This design comes from an exercise in tuning for small area, a short achievable clock period and few clock cycles per item on the open sky130 flow, not from production work.
Where RTL was checked, it was by simulation tests only, not by an equivalence proof against the original.
Power is estimated from default activity; no workload was simulated.

==> module Divider, before the edit <==
module Divider(CLK, CS, WE, SN, AD, DI, DO, DONE);
    input CLK;
    input CS;
    input WE;
    input SN;
    input AD;
    input [17:0] DI;
    output DONE;
    output [17:0] DO;
    reg [17:0] R;        
    reg [17:0] D;        
    reg [17:0] Q;        
    reg [4:0]  L;        
    reg [4:0]  K;        
    reg        busy;
    reg        first;
    reg        neg_quo;
    reg        neg_rem;
    function [4:0] lzc;
        input [17:0] x;
        integer i;
        begin
            lzc = 5'd18;
            for (i = 0; i < 18; i = i + 1)
                if (x[i]) lzc = 5'd17 - i;
        end
    endfunction
    wire        wr_n = CS & WE & ~AD;
    wire        wr_d = CS & WE & AD;
    wire        neg_in = SN & DI[17];
    wire [17:0] mag_in = neg_in ? (~DI + 18'd1) : DI;
    wire [4:0]  lz_in = lzc(mag_in);
    wire [5:0]  kd = {1'b0, lz_in} - {1'b0, L};
    wire        d_zero = (DI == 18'd0);
    wire        align = first & (K != 5'd0);
    wire [18:0] sg [0:5];
    wire [18:0] sp [0:5];
    assign sg[0] = {R & ~D, 1'b1};
    assign sp[0] = {R ^ ~D, 1'b0};
    genvar l, i;
    generate for (l = 0; l < 5; l = l + 1) begin : lv
        for (i = 0; i < 19; i = i + 1) begin : b
            if ((i >> l) & 1) begin : m
                localparam integer j = ((i >> l) << l) - 1;
                assign sg[l+1][i] = sg[l][i] | (sp[l][i] & sg[l][j]);
                assign sp[l+1][i] = sp[l][i] & sp[l][j];
            end else begin : t
                assign sg[l+1][i] = sg[l][i];
                assign sp[l+1][i] = sp[l][i];
            end
        end
    end endgenerate
    wire [18:0] diff = {sg[5][18], sp[0][18:1] ^ sg[5][17:0]};
    wire        c = diff[18];
    wire        step = busy & ~align;
    assign DONE = ~busy;
    wire [17:0] quo_out = neg_quo ? (~Q + 18'd1) : Q;
    wire [17:0] rem_out = neg_rem ? (~R + 18'd1) : R;
    assign DO = AD ? rem_out : quo_out;
    always @(posedge CLK) begin
        if (wr_n)
            R <= mag_in;
        else if (step & c)
            R <= diff[17:0];
        if (wr_n)
            L <= lz_in;
        if (wr_d)
            D <= mag_in;
        else if (align)
            D <= D << K;
        else
            D <= D >> 1;
        if (wr_d)
            Q <= {18{d_zero}};
        else if (step)
            Q <= {Q[16:0], c};
        if (wr_d)
            K <= kd[4:0];
        else if (~align)
            K <= K - 5'd1;
        if (wr_d) begin
            busy <= ~d_zero & ~kd[5];
            first <= 1'b1;
        end
        else begin
            if (step & (K == 5'd0)) busy <= 1'b0;
            first <= 1'b0;
        end
        if (wr_n) begin
            neg_quo <= neg_in;
            neg_rem <= neg_in;
        end
        else if (wr_d)
            neg_quo <= neg_quo ^ neg_in;
    end
endmodule
make LEC_CHECK=0 ABC_CLOCK_PERIOD_IN_PS=3500 CAP_MARGIN=20 CORE_MARGIN=2 CORE_UTILIZATION=60 PLACE_DENSITY=0.7 SETUP_SLACK_MARGIN=1.0 SLEW_MARGIN=20 finish   # period 5.0 ns
run.sh (not shown) runs the stock make flow with config.mk's settings and CLKGATE_MAP_FILE= SYNTH_SCRIPT=/design/flow/synth_recipe.tcl, a recipe that flattens the netlist after the stock synthesis.
Next try:
--- a/flow/design.v
+++ b/flow/design.v
@@ -8,11 +8,10 @@
     output DONE;
     output [17:0] DO;
     reg [17:0] R;        
     reg [17:0] D;        
     reg [17:0] Q;        
-    reg [4:0]  L;        
     reg [4:0]  K;        
     reg        busy;
     reg        first;
     reg        neg_quo;
     reg        neg_rem;
@@ -27,14 +26,20 @@
     endfunction
     wire        wr_n = CS & WE & ~AD;
     wire        wr_d = CS & WE & AD;
     wire        neg_in = SN & DI[17];
     wire [17:0] mag_in = neg_in ? (~DI + 18'd1) : DI;
-    wire [4:0]  lz_in = lzc(mag_in);
-    wire [5:0]  kd = {1'b0, lz_in} - {1'b0, L};
     wire        d_zero = (DI == 18'd0);
-    wire        align = first & (K != 5'd0);
+    wire [17:0] rmask;
+    genvar m;
+    generate for (m = 0; m < 18; m = m + 1) begin : rm
+        assign rmask[m] = |R[17:m];
+    end endgenerate
+    wire        d_big = |(mag_in & ~rmask);      
+    wire [17:0] rlead = rmask & ~{1'b0, rmask[17:1]};   
+    wire [4:0]  kk = K - lzc(R);
+    wire        align = first & ~|(D & rlead);        
     wire [18:0] sg [0:5];
     wire [18:0] sp [0:5];
     assign sg[0] = {R & ~D, 1'b1};
     assign sp[0] = {R ^ ~D, 1'b0};
     genvar l, i;
@@ -60,32 +65,32 @@
     always @(posedge CLK) begin
         if (wr_n)
             R <= mag_in;
         else if (step & c)
             R <= diff[17:0];
-        if (wr_n)
-            L <= lz_in;
         if (wr_d)
             D <= mag_in;
         else if (align)
-            D <= D << K;
+            D <= D << kk;
         else
             D <= D >> 1;
         if (wr_d)
             Q <= {18{d_zero}};
         else if (step)
             Q <= {Q[16:0], c};
         if (wr_d)
-            K <= kd[4:0];
-        else if (~align)
+            K <= lzc(mag_in);
+        else if (first)
+            K <= kk;
+        else
             K <= K - 5'd1;
         if (wr_d) begin
-            busy <= ~d_zero & ~kd[5];
+            busy <= ~d_zero & ~d_big;
             first <= 1'b1;
         end
         else begin
-            if (step & (K == 5'd0)) busy <= 1'b0;
+            if (step & (first | (K == 5'd0))) busy <= 1'b0;
             first <= 1'b0;
         end
         if (wr_n) begin
             neg_quo <= neg_in;
             neg_rem <= neg_in;
Result: Utilization went down by 3.6 points; sequential cell count went down by 5; routed wire length went up by 28%; area after synthesis went up by 6.8%; worst setup slack gets better by 0.017 ns; cell area went up by 0.99%; global-route usage went up by 5.5 points; non-clock buffer count went down by 4; clock-buffer cell count stays the same; total power went up by 54%.
No functional check of the RTL was part of any run of this note.

========
Another version of the RTL of Divider (not shown whole).
Size: about 760 cells after synthesis, ~0.0063 sq mm of cells after synthesis.
==> module Divider, before the edit <==
module Divider(CLK, CS, WE, SN, AD, DI, DO, DONE);
    input CLK;
    input CS;
    input WE;
    input SN;
    input AD;
    input [17:0] DI;
    output DONE;
    output [17:0] DO;
    reg [17:0] R;        
    reg [18:0] D;        
    reg [17:0] Q;        
    reg [5:0]  K;        
    reg        busy;
    reg        first;
    reg        neg_quo;
    reg        neg_rem;
    function [4:0] lzc;
        input [17:0] x;
        integer i;
        begin
            lzc = 5'd18;
            for (i = 0; i < 18; i = i + 1)
                if (x[i]) lzc = 5'd17 - i;
        end
    endfunction
    wire        wr_n = CS & WE & ~AD;
    wire        wr_d = CS & WE & AD;
    wire        neg_in = SN & DI[17];
    wire        di_zero = (DI == 18'd0);
    wire        neg_q_in = neg_quo ^ neg_in;
    wire [17:0] por;
    genvar m;
    generate for (m = 0; m < 18; m = m + 1) begin : po
        if (m == 0) begin : z
            assign por[m] = 1'b0;
        end else begin : o
            assign por[m] = |DI[m-1:0];
        end
    end endgenerate
    wire [17:0] nmag = DI ^ ({18{~neg_in}} & por);
    wire [4:0]  lz_in = lzc(~nmag);              
    wire        q_zero = first & K[5];           
    wire        align = first & ~K[5] & (K != 6'd0);
    wire        step = busy & ~first | first & (K == 6'd0);
    wire        pre = first & neg_quo;           
    wire [18:0] a = {neg_rem & R[17], R};
    wire [18:0] sg [0:5];
    wire [18:0] sp [0:5];
    assign sg[0] = a & D;
    assign sp[0] = a ^ D;
    genvar l, i;
    generate for (l = 0; l < 5; l = l + 1) begin : lv
        for (i = 0; i < 19; i = i + 1) begin : b
            if ((i >> l) & 1) begin : m
                localparam integer j = ((i >> l) << l) - 1;
                assign sg[l+1][i] = sg[l][i] | (sp[l][i] & sg[l][j]);
                assign sp[l+1][i] = sp[l][i] & sp[l][j];
            end else begin : t
                assign sg[l+1][i] = sg[l][i];
                assign sp[l+1][i] = sp[l][i];
            end
        end
    end endgenerate
    wire [17:0] cy = {sg[5][16:0] | (sp[5][16:0] & {17{neg_rem}}), neg_rem};
    wire [17:0] sum = sp[0][17:0] ^ cy;
    wire        sign0 = sp[0][18] ^ sg[5][17];   
    wire        c = sign0 ^ ~neg_rem;            
    assign DONE = ~busy | q_zero;
    assign DO = AD ? R : Q ^ {18{neg_quo}};
    wire [37:0] dsh = {D, {19{neg_rem}}} << K[4:0];
    always @(posedge CLK) begin
        if (wr_n)
            R <= DI;
        else if ((step | pre) & c)
            R <= sum;
        if (wr_d)
            D <= {1'b1, nmag} ^ {19{neg_rem}};
        else if (align)
            D <= dsh[37:19];
        else
            D <= {D[18], D[18:1]};
        if (wr_d)
            Q <= {{17{di_zero | neg_q_in}}, di_zero ^ neg_q_in};
        else if (step)
            Q <= {Q[16:0] & ~{17{pre & c}}, c ^ pre};
        else if (align)
            Q <= 18'd0;
        if (wr_n)
            K <= di_zero ? 6'd18 : {1'b0, lz_in};
        else if (wr_d)
            K <= {1'b0, lz_in} - K;
        else if (busy)
            K <= K - 6'd1;
        if (wr_d) begin
            busy <= ~di_zero;
            first <= ~di_zero;
        end
        else begin
            if (q_zero | step & (first | K[5])) busy <= 1'b0;
            first <= 1'b0;
        end
        if (wr_n) begin
            neg_quo <= neg_in;
            neg_rem <= neg_in;
        end
        else if (wr_d)
            neg_quo <= neg_q_in;
    end
endmodule
==> flow/config.mk <==
export PLATFORM = sky130hd
export DESIGN_NAME = Divider
export DESIGN_NICKNAME = Divider
export VERILOG_FILES = /design/flow/design.v
export SDC_FILE = /design/flow/constraint.sdc
export NUM_CORES = 4
export LEC_CHECK = 0
export ABC_CLOCK_PERIOD_IN_PS = 3500
export CAP_MARGIN = 20
export CORE_MARGIN = 2
export CORE_UTILIZATION = 60
export PLACE_DENSITY = 0.7
export SETUP_SLACK_MARGIN = 1.5
export SLEW_MARGIN = 20
==> flow/constraint.sdc <==
create_clock -name core_clock -period 5.0 [get_ports {CLK}]
set_input_delay 1.0000 -clock core_clock [delete_from_list [all_inputs] [get_ports {CLK}]]
set_output_delay 1.0000 -clock core_clock [all_outputs]
set_load 0.01 [all_outputs]
standard.sh (not shown) runs the stock make flow with config.mk's settings and CLKGATE_MAP_FILE= SYNTH_SCRIPT=/design/flow/synth_recipe.tcl, a recipe that flattens the netlist after the stock synthesis.
==> flow/flow/run.sh <==
#!/bin/bash
# The standard layout (the standard.sh, unchanged synthesis and steps),
# with the port buffers that buffer_ports inserts made plain buf_2 cells
# instead of the delay buffers it picks by default.
set -euo pipefail
export BUFFER_PORTS_ARGS="-buffer_cell sky130_fd_sc_hd__buf_2"
bash standard.sh > standard.log 2>&1
Change:
--- a/flow/design.v
+++ b/flow/design.v
@@ -7,13 +7,14 @@
     input [17:0] DI;
     output DONE;
     output [17:0] DO;
     reg [17:0] R;        
     reg [18:0] D;        
     reg [17:0] Q;        
-    reg [5:0]  K;        
+    reg [4:0]  K;        
+    reg [4:0]  L;        
     reg        busy;
     reg        first;
     reg        neg_quo;
     reg        neg_rem;
     function [4:0] lzc;
         input [17:0] x;
@@ -37,15 +38,16 @@
         end else begin : o
             assign por[m] = |DI[m-1:0];
         end
     end endgenerate
     wire [17:0] nmag = DI ^ ({18{~neg_in}} & por);
     wire [4:0]  lz_in = lzc(~nmag);              
-    wire        q_zero = first & K[5];           
-    wire        align = first & ~K[5] & (K != 6'd0);
-    wire        step = busy & ~first | first & (K == 6'd0);
+    wire [4:0]  kk = K - L;
+    wire        q_zero = first & (K < L);        
+    wire        align = first & (K > L);
+    wire        step = busy & ~first | first & (K == L);
     wire        pre = first & neg_quo;           
     wire [18:0] a = {neg_rem & R[17], R};
     wire [18:0] sg [0:5];
     wire [18:0] sp [0:5];
     assign sg[0] = a & D;
     assign sp[0] = a ^ D;
@@ -65,13 +67,13 @@
     wire [17:0] cy = {sg[5][16:0] | (sp[5][16:0] & {17{neg_rem}}), neg_rem};
     wire [17:0] sum = sp[0][17:0] ^ cy;
     wire        sign0 = sp[0][18] ^ sg[5][17];   
     wire        c = sign0 ^ ~neg_rem;            
     assign DONE = ~busy | q_zero;
     assign DO = AD ? R : Q ^ {18{neg_quo}};
-    wire [37:0] dsh = {D, {19{neg_rem}}} << K[4:0];
+    wire [37:0] dsh = {D, {19{neg_rem}}} << kk;
     always @(posedge CLK) begin
         if (wr_n)
             R <= DI;
         else if ((step | pre) & c)
             R <= sum;
         if (wr_d)
@@ -84,23 +86,25 @@
             Q <= {{17{di_zero | neg_q_in}}, di_zero ^ neg_q_in};
         else if (step)
             Q <= {Q[16:0] & ~{17{pre & c}}, c ^ pre};
         else if (align)
             Q <= 18'd0;
         if (wr_n)
-            K <= di_zero ? 6'd18 : {1'b0, lz_in};
-        else if (wr_d)
-            K <= {1'b0, lz_in} - K;
-        else if (busy)
-            K <= K - 6'd1;
+            L <= di_zero ? 5'd18 : lz_in;
+        if (wr_d)
+            K <= lz_in;
+        else if (first)
+            K <= kk;
+        else
+            K <= K - 5'd1;
         if (wr_d) begin
             busy <= ~di_zero;
             first <= ~di_zero;
         end
         else begin
-            if (q_zero | step & (first | K[5])) busy <= 1'b0;
+            if (q_zero | step & (first | (K == 5'd0))) busy <= 1'b0;
             first <= 1'b0;
         end
         if (wr_n) begin
             neg_quo <= neg_in;
             neg_rem <= neg_in;
         end
Result: Combinational power rose by 48%. Total power rose by 28%. Wire length is about the same. Design area fell by 3.7%. Worst setup slack improves by 0.76 ns. Global-route usage stays flat. Clock power rose by 4.5%. Final cell count rose by 1.5%. Synthesized area rose by 1.4%.
Testbench counts after the change, summed over its fixed seeds: cycles 10,107, items 2,400.
The RTL of the first run of this note was laid out without a check of its function.

========
The RTL this note starts from:
==> flow/design.v <==
module Divider(CLK, CS, WE, SN, AD, DI, DO, DONE);
    input CLK;
    input CS;
    input WE;
    input SN;
    input AD;
    input [17:0] DI;
    output DONE;
    output [17:0] DO;
    reg [17:0] R;        
    reg [18:0] D;        
    reg [17:0] Q;        
    reg [4:0]  K;        
    reg [4:0]  L;        
    reg        busy;
    reg        first;
    reg        neg_quo;
    reg        neg_rem;
    reg        q_neg0;   
    function [4:0] lzc;
        input [17:0] x;
        integer i;
        begin
            lzc = 5'd18;
            for (i = 0; i < 18; i = i + 1)
                if (x[i]) lzc = 5'd17 - i;
        end
    endfunction
    wire        wr_n = CS & WE & ~AD;
    wire        wr_d = CS & WE & AD;
    wire        neg_in = SN & DI[17];
    wire        di_zero = (DI == 18'd0);
    wire        neg_q_in = neg_quo ^ neg_in;
    wire [17:0] por;
    genvar m;
    generate for (m = 0; m < 18; m = m + 1) begin : po
        if (m == 0) begin : z
            assign por[m] = 1'b0;
        end else begin : o
            assign por[m] = |DI[m-1:0];
        end
    end endgenerate
    wire [17:0] nmag = DI ^ ({18{~neg_in}} & por);
    wire [4:0]  lz_in = lzc(~nmag);              
    wire [4:0]  kk = K - L;
    wire        q_zero = first & (K < L);        
    wire        align = first & (K > L);
    wire        step = busy & ~first | first & (K == L);
    wire        pre = first & neg_quo;           
    wire [18:0] a = {neg_rem & R[17], R};
    wire [18:0] sg [0:5];
    wire [18:0] sp [0:5];
    assign sg[0] = a & D;
    assign sp[0] = a ^ D;
    genvar l, i;
    generate for (l = 0; l < 5; l = l + 1) begin : lv
        for (i = 0; i < 19; i = i + 1) begin : b
            if ((i >> l) & 1) begin : m
                localparam integer j = ((i >> l) << l) - 1;
                assign sg[l+1][i] = sg[l][i] | (sp[l][i] & sg[l][j]);
                assign sp[l+1][i] = sp[l][i] & sp[l][j];
            end else begin : t
                assign sg[l+1][i] = sg[l][i];
                assign sp[l+1][i] = sp[l][i];
            end
        end
    end endgenerate
    wire [17:0] cy = {sg[5][16:0] | (sp[5][16:0] & {17{neg_rem}}), neg_rem};
    wire [17:0] sum = sp[0][17:0] ^ cy;
    wire        sign0 = sp[0][18] ^ sg[5][17];   
    wire        c = sign0 ^ ~neg_rem;            
    assign DONE = ~busy | q_zero;
    assign DO = AD ? R : (Q ^ {18{neg_quo}}) & ~{18{q_neg0}};
    wire [37:0] dsh = {D, {19{neg_rem}}} << kk;
    always @(posedge CLK) begin
        if (wr_n)
            R <= DI;
        else if ((step | pre) & c)
            R <= sum;
        if (wr_d)
            D <= {1'b1, nmag} ^ {19{neg_rem}};
        else if (align)
            D <= dsh[37:19];
        else
            D <= {D[18], D[18:1]};
        if (wr_d)
            Q <= {{17{di_zero}}, di_zero & ~neg_q_in};
        else if (step)
            Q <= {Q[16:0] & ~{17{pre}}, c & ~pre};
        if (wr_d)
            q_neg0 <= neg_q_in & ~di_zero;
        else if (align)
            q_neg0 <= 1'b0;
        else if (step & pre)
            q_neg0 <= ~c;
        if (wr_n)
            L <= di_zero ? 5'd18 : lz_in;
        if (wr_d)
            K <= lz_in;
        else if (first)
            K <= kk;
        else
            K <= K - 5'd1;
        if (wr_d) begin
            busy <= ~di_zero;
            first <= ~di_zero;
        end
        else begin
            if (q_zero | step & (first | (K == 5'd0))) busy <= 1'b0;
            first <= 1'b0;
        end
        if (wr_n) begin
            neg_quo <= neg_in;
            neg_rem <= neg_in;
        end
        else if (wr_d)
            neg_quo <= neg_q_in;
    end
endmodule
==> flow/config.mk <==
export PLATFORM = sky130hd
export DESIGN_NAME = Divider
export DESIGN_NICKNAME = Divider
export VERILOG_FILES = /design/flow/design.v
export SDC_FILE = /design/flow/constraint.sdc
export NUM_CORES = 4
export LEC_CHECK = 0
export ABC_AREA = 1
export CAP_MARGIN = 20
export CORE_MARGIN = 2
export CORE_UTILIZATION = 60
export PLACE_DENSITY = 0.7
export SETUP_SLACK_MARGIN = 1.9
export SLEW_MARGIN = 20
==> flow/constraint.sdc <==
create_clock -name core_clock -period 5.0 [get_ports {CLK}]
set_input_delay 1.0000 -clock core_clock [delete_from_list [all_inputs] [get_ports {CLK}]]
set_output_delay 1.0000 -clock core_clock [all_outputs]
set_load 0.01 [all_outputs]
Scripts as last shown in full above: flow/flow/run.sh
Testbench counts at the start, summed over its fixed seeds: cycles 10,107, items 2,400.
Rerun with:
--- a/flow/design.v
+++ b/flow/design.v
@@ -16,7 +16,6 @@
     reg        first;
     reg        neg_quo;
     reg        neg_rem;
-    reg        q_neg0;   
     function [4:0] lzc;
         input [17:0] x;
         integer i;
@@ -70,7 +69,7 @@
     wire        sign0 = sp[0][18] ^ sg[5][17];   
     wire        c = sign0 ^ ~neg_rem;            
     assign DONE = ~busy | q_zero;
-    assign DO = AD ? R : (Q ^ {18{neg_quo}}) & ~{18{q_neg0}};
+    assign DO = AD ? R : Q ^ {18{neg_quo}};
     wire [37:0] dsh = {D, {19{neg_rem}}} << kk;
     always @(posedge CLK) begin
         if (wr_n)
@@ -84,15 +83,11 @@
         else
             D <= {D[18], D[18:1]};
         if (wr_d)
-            Q <= {{17{di_zero}}, di_zero & ~neg_q_in};
+            Q <= {{17{di_zero | neg_q_in}}, di_zero ^ neg_q_in};
         else if (step)
-            Q <= {Q[16:0] & ~{17{pre}}, c & ~pre};
-        if (wr_d)
-            q_neg0 <= neg_q_in & ~di_zero;
+            Q <= {Q[16:0] & ~{17{pre & c}}, c ^ pre};
         else if (align)
-            q_neg0 <= 1'b0;
-        else if (step & pre)
-            q_neg0 <= ~c;
+            Q <= 18'd0;
         if (wr_n)
             L <= di_zero ? 5'd18 : lz_in;
         if (wr_d)
Clock-buffer cell count does not change.
Via count came out lower by 1.5%.
Area after synthesis rose by 1.3%.
Wire length goes down by 1.6%.
Combinational power rose by about 3%.
Cell count grows by 1.3%.
Worst setup slack degrades by 12 ps.
Critical path depth rose by 12.
Core utilization rises by 1.4 points.
Total power climbs by 1.3%.
Global-route usage goes down by 2.8 points.
Register-to-register slack degrades by 60 ps.
Clock power came out higher by about 2%.
Testbench counts after the change, summed over its fixed seeds: cycles 10,107, items 2,400.

-- static timing again, ports no longer ideal --
The flow's constraints put no driver on any port. The routed layouts listed below were extracted and timed again, unchanged, in two steps.
Step 1 (the two cells are an assumption about what drives the block):
set clk [get_ports {CLK}]
set_driving_cell -lib_cell sky130_fd_sc_hd__clkbuf_16 $clk
set_driving_cell -lib_cell sky130_fd_sc_hd__buf_2 [delete_from_list [all_inputs] $clk]
Step 2 also shifts input and output timing later by t, the mid clock arrival at the registers, as if the neighbouring blocks saw the same clock.
Three values: ideal, step 1, step 2; two values: the first two.
run | t (ns) | setup WS [ns] | worst hold slack (ns) | latest minus earliest clock arrival (ns)
the first run of note 1 | 0.394 | 1.025 / 1.042 / 0.648 | 0.521 / 0.521 / 0.521 | 0.008 / 0.008
the second run of note 1 | 0.406 | 1.042 / 1.042 / 0.801 | 0.603 / 0.603 / 0.603 | 0.010 / 0.010
the first run of note 2 | 0.401 | 0.923 / 0.932 / 0.531 | 0.568 / 0.568 / 0.568 | 0.014 / 0.014
the second run of note 2 | 0.372 | 1.682 / 1.682 / 1.358 | 0.592 / 0.592 / 0.592 | 0.014 / 0.015
the first run of note 3 | 0.394 | 1.971 / 1.939 / 1.701 | 0.534 / 0.534 / 0.534 | 0.009 / 0.010
the second run of note 3 | 0.390 | 1.959 / 1.959 / 1.623 | 0.569 / 0.569 / 0.569 | 0.021 / 0.021
After both steps every run listed still meets setup and hold. For the first run of note 2, which loses most, drivers alone change the setup slack by +0.009 ns; drivers and shift together by -0.392 ns.
